Background: an optimization exercise with open tools, aiming at small area, a short achievable clock period and few clock cycles per item. Do not read the settings as production practice. RTL that was checked went through simulation tests only; none was proved equivalent to the original.

==> module matrixProcessor, before the edit <==
module matrixProcessor #(
	parameter WIDTH = 32
) (
	input wire clk,
	input wire rst_n,
	input wire start,
	input wire [13:0] workItemCount,
	input wire [WIDTH - 1:0] matrixInAddr,
	input wire [WIDTH - 1:0] dataInAddr,
	input wire [WIDTH - 1:0] dataOutAddr,
	input wire [WIDTH - 1:0] dataIn,
	output reg [WIDTH - 1:0] readAddr,
	output reg [WIDTH - 1:0] writeAddr,
	output reg [WIDTH - 1:0] writeData,
	output reg writeEn
	);
	reg busy;
	reg [4:0] rs;
	reg pro;           
	reg macOn;         
	reg divOn;         
	reg wrOn;          
	reg [13:0] fcnt;   
	reg accept;        
	reg notLast;       
	wire finalW = busy & wrOn & ~divOn & (rs == 5'd3);
	wire frameEnd = (rs == 5'd19);
	wire [4:0] rsNext = accept ? 5'd16 : (frameEnd ? 5'd0 : rs + 5'd1);
	wire wrOnNext = accept ? 1'b0 : (frameEnd ? divOn : wrOn);
	wire busyNext = accept | (busy & ~finalW);
	always @(posedge clk) begin
		if (~rst_n) begin
			busy <= 1'b0;
			writeEn <= 1'b0;
			accept <= 1'b0;
		end else begin
			accept <= start & (~busy | finalW);
			busy <= busyNext;
			writeEn <= busyNext & wrOnNext & (rsNext <= 5'd3);
		end
	end
	reg atRs0;     
	reg atMac;     
	reg atVLoad;   
	reg atS2Mac;   
	always @(posedge clk) begin
		atRs0 <= (rsNext == 5'd0);
		atMac <= (rsNext >= 5'd1) & (rsNext <= 5'd16);
		atVLoad <= (rsNext >= 5'd17) | (rsNext == 5'd0);
		atS2Mac <= (rsNext >= 5'd3) & (rsNext <= 5'd18);
	end
	always @(posedge clk) begin
		notLast <= (fcnt != workItemCount);
		rs <= rsNext;
		wrOn <= wrOnNext;
		if (accept) begin
			pro <= 1'b1;
			macOn <= 1'b0;
			divOn <= 1'b0;
			fcnt <= 14'd0;
		end else if (frameEnd) begin
			pro <= 1'b0;
			divOn <= macOn;
			macOn <= pro | (macOn & notLast);
			if (~pro) fcnt <= fcnt + 14'd1;
		end
	end
	reg [WIDTH - 1:2] vptr;   
	wire [WIDTH - 1:0] readAddrInc = readAddr + 32'd4;
	wire readMatrixNext = (rsNext <= 5'd15);
	always @(posedge clk) begin
		if (accept) readAddr[31:2] <= dataInAddr[31:2];
		else if (frameEnd) readAddr[31:2] <= matrixInAddr[31:2];
		else if (rs == 5'd15) readAddr[31:2] <= vptr[31:2];
		else readAddr[31:2] <= readAddrInc[31:2];
		readAddr[1:0] <= readMatrixNext ? matrixInAddr[1:0] : dataInAddr[1:0];
		if (frameEnd) vptr[31:2] <= readAddrInc[31:2];
		writeAddr <= accept ? dataOutAddr : writeAddr + {31'd0, writeEn};
	end
	reg [WIDTH - 1:0] vb0, vb1, vb2, vb3;
	reg [WIDTH - 1:0] opA, opB;
	reg [WIDTH - 1:0] racc [0:3];
	reg [WIDTH - 1:0] rh0, rh1, rh2;   
	reg [WIDTH - 1:0] m;               
	reg wneg;                          
	reg [WIDTH - 1:0] q;               
	reg [WIDTH - 1:0] rem;
	wire [WIDTH - 1:0] qs = wneg ? (~q + 32'd1) : q;
	wire [WIDTH - 1:0] w = wneg ? (~m + 32'd1) : m;
	always @(posedge clk) begin
		vb0 <= vb1;
		vb1 <= vb2;
		vb2 <= vb3;
		vb3 <= atVLoad ? dataIn : vb0;
		opA <= atMac ? dataIn : qs;
		case (rs)
			5'd17: opB <= rh0;
			5'd18: opB <= rh1;
			5'd19: opB <= rh2;
			5'd0:  opB <= w;
			default: opB <= vb0;
		endcase
	end
	wire [WIDTH - 1:0] t0, t1, t2;
	wire [1:0] tc;
	fxMulStage1 mul1 (.a(opA), .b(opB), .hi0(t0), .hi1(t1), .hi2(t2), .c16(tc));
	reg [WIDTH - 1:0] p0, p1, p2;
	reg [1:0] pc;
	always @(posedge clk) begin
		p0 <= t0;
		p1 <= t1;
		p2 <= t2;
		pc <= tc;
	end
	wire [3:0] j2 = rs[3:0] - 4'd3;
	wire accHold = atS2Mac & (j2[1:0] != 2'd0);
	wire [WIDTH - 1:0] accIn = accHold ? writeData : {WIDTH{1'b0}};
	wire [WIDTH - 1:0] sum = accIn + p0 + p1 + p2 + {30'd0, pc};
	always @(posedge clk) begin
		writeData <= sum;
		if (atS2Mac & (j2[1:0] == 2'd3)) racc[j2[3:2]] <= sum;
	end
	wire [WIDTH - 1:0] r3 = racc[3];
	wire remInit = ~((r3 == 32'd0) | (r3 == 32'd1) | (r3 == 32'hFFFFFFFF));
	wire [WIDTH - 1:0] rem2;
	wire qb1, qb0;
	recipStep2 st (.rem(rem), .m(m), .remNext(rem2), .q1(qb1), .q0(qb0));
	always @(posedge clk) begin
		if (atRs0) begin
			rh0 <= racc[0];
			rh1 <= racc[1];
			rh2 <= racc[2];
			m <= r3[WIDTH - 1] ? (~r3 + 32'd1) : r3;
			wneg <= r3[WIDTH - 1];
			rem <= {31'd0, remInit};
		end else begin
			rem <= rem2;
		end
		if (atMac) q <= {q[WIDTH - 3:0], qb1, qb0};
	end
endmodule
Settings: LEC_CHECK=0, ABC_CLOCK_PERIOD_IN_PS=4500, CAP_MARGIN=20, CORE_MARGIN=2, CORE_UTILIZATION=55, SLEW_MARGIN=20; clock period 20.0 ns.
standard.sh (not shown) runs the stock make flow with config.mk's settings and CLKGATE_MAP_FILE= SYNTH_SCRIPT=/design/flow/synth_recipe.tcl, a recipe that flattens the netlist after the stock synthesis.
==> flow/flow/run.sh <==
#!/bin/bash
set -euo pipefail
bash standard.sh SETUP_SLACK_MARGIN=15.0 MATCH_CELL_FOOTPRINT=0 \
	"BUFFER_PORTS_ARGS=-buffer_cell sky130_fd_sc_hd__buf_4" finish > flow_make.log 2>&1
Testbench counts at the start, summed over its fixed seeds: cycles 34,928, items 1,630.
Then changed:
--- a/flow/design.v
+++ b/flow/design.v
@@ -2565,20 +2565,18 @@
 			divOn <= macOn;
 			macOn <= pro | (macOn & notLast);
 			if (~pro) fcnt <= fcnt + 14'd1;
 		end
 	end
-	reg [WIDTH - 1:2] vptr;   
+	reg [WIDTH - 1:0] vptr;   
 	wire [WIDTH - 1:0] readAddrInc = readAddr + 32'd4;
-	wire readMatrixNext = (rsNext <= 5'd15);
 	always @(posedge clk) begin
-		if (accept) readAddr[31:2] <= dataInAddr[31:2];
-		else if (frameEnd) readAddr[31:2] <= matrixInAddr[31:2];
-		else if (rs == 5'd15) readAddr[31:2] <= vptr[31:2];
-		else readAddr[31:2] <= readAddrInc[31:2];
-		readAddr[1:0] <= readMatrixNext ? matrixInAddr[1:0] : dataInAddr[1:0];
-		if (frameEnd) vptr[31:2] <= readAddrInc[31:2];
+		if (accept) readAddr <= dataInAddr;
+		else if (frameEnd) readAddr <= matrixInAddr;
+		else if (rs == 5'd15) readAddr <= vptr;
+		else readAddr <= readAddrInc;
+		if (frameEnd) vptr <= readAddrInc;
 		writeAddr <= accept ? dataOutAddr : writeAddr + {31'd0, writeEn};
 	end
 	reg [WIDTH - 1:0] vb0, vb1, vb2, vb3;
 	reg [WIDTH - 1:0] opA, opB;
 	reg [WIDTH - 1:0] racc [0:3];
Result: Non-clock buffer count grows by 5. Wire length grows slightly. Critical path depth does not change. Global-route usage grows by 0.51 points. Synthesized cell count shrinks slightly. Worst setup slack gets better by 0.070 ns. Design area shrinks slightly. Register-to-register slack is about the same. Maximum frequency grows slightly. Via count shrinks slightly.
Function not checked in the second run of this note: the RTL went through the layout flow alone.

what the ideal ports hide:
Ports are ideal in the flow. The routed layouts listed here were re-timed in OpenROAD. Step 1, drivers: a clkbuf_16 drives clk and a buf_2 each remaining input, both assumed. Step 2 moves the port delays by t, midway between the first and last clock arrival at a register: inputs arrive t later, outputs are due t later. That takes back most of the time a late clock gives input paths. a / b / c = ideal / step 1 / step 2; a / b = the first two.
| run | t, ns | slack for setup (ns) | worst setup path after step 2 |
|---|---|---|---|
| the first run | 0.721 | 14.752 / 14.681 / 15.106 | input to register |
| the second run | 0.709 | 14.822 / 14.736 / 14.986 | input to register |
After both steps every run listed still meets setup and hold.
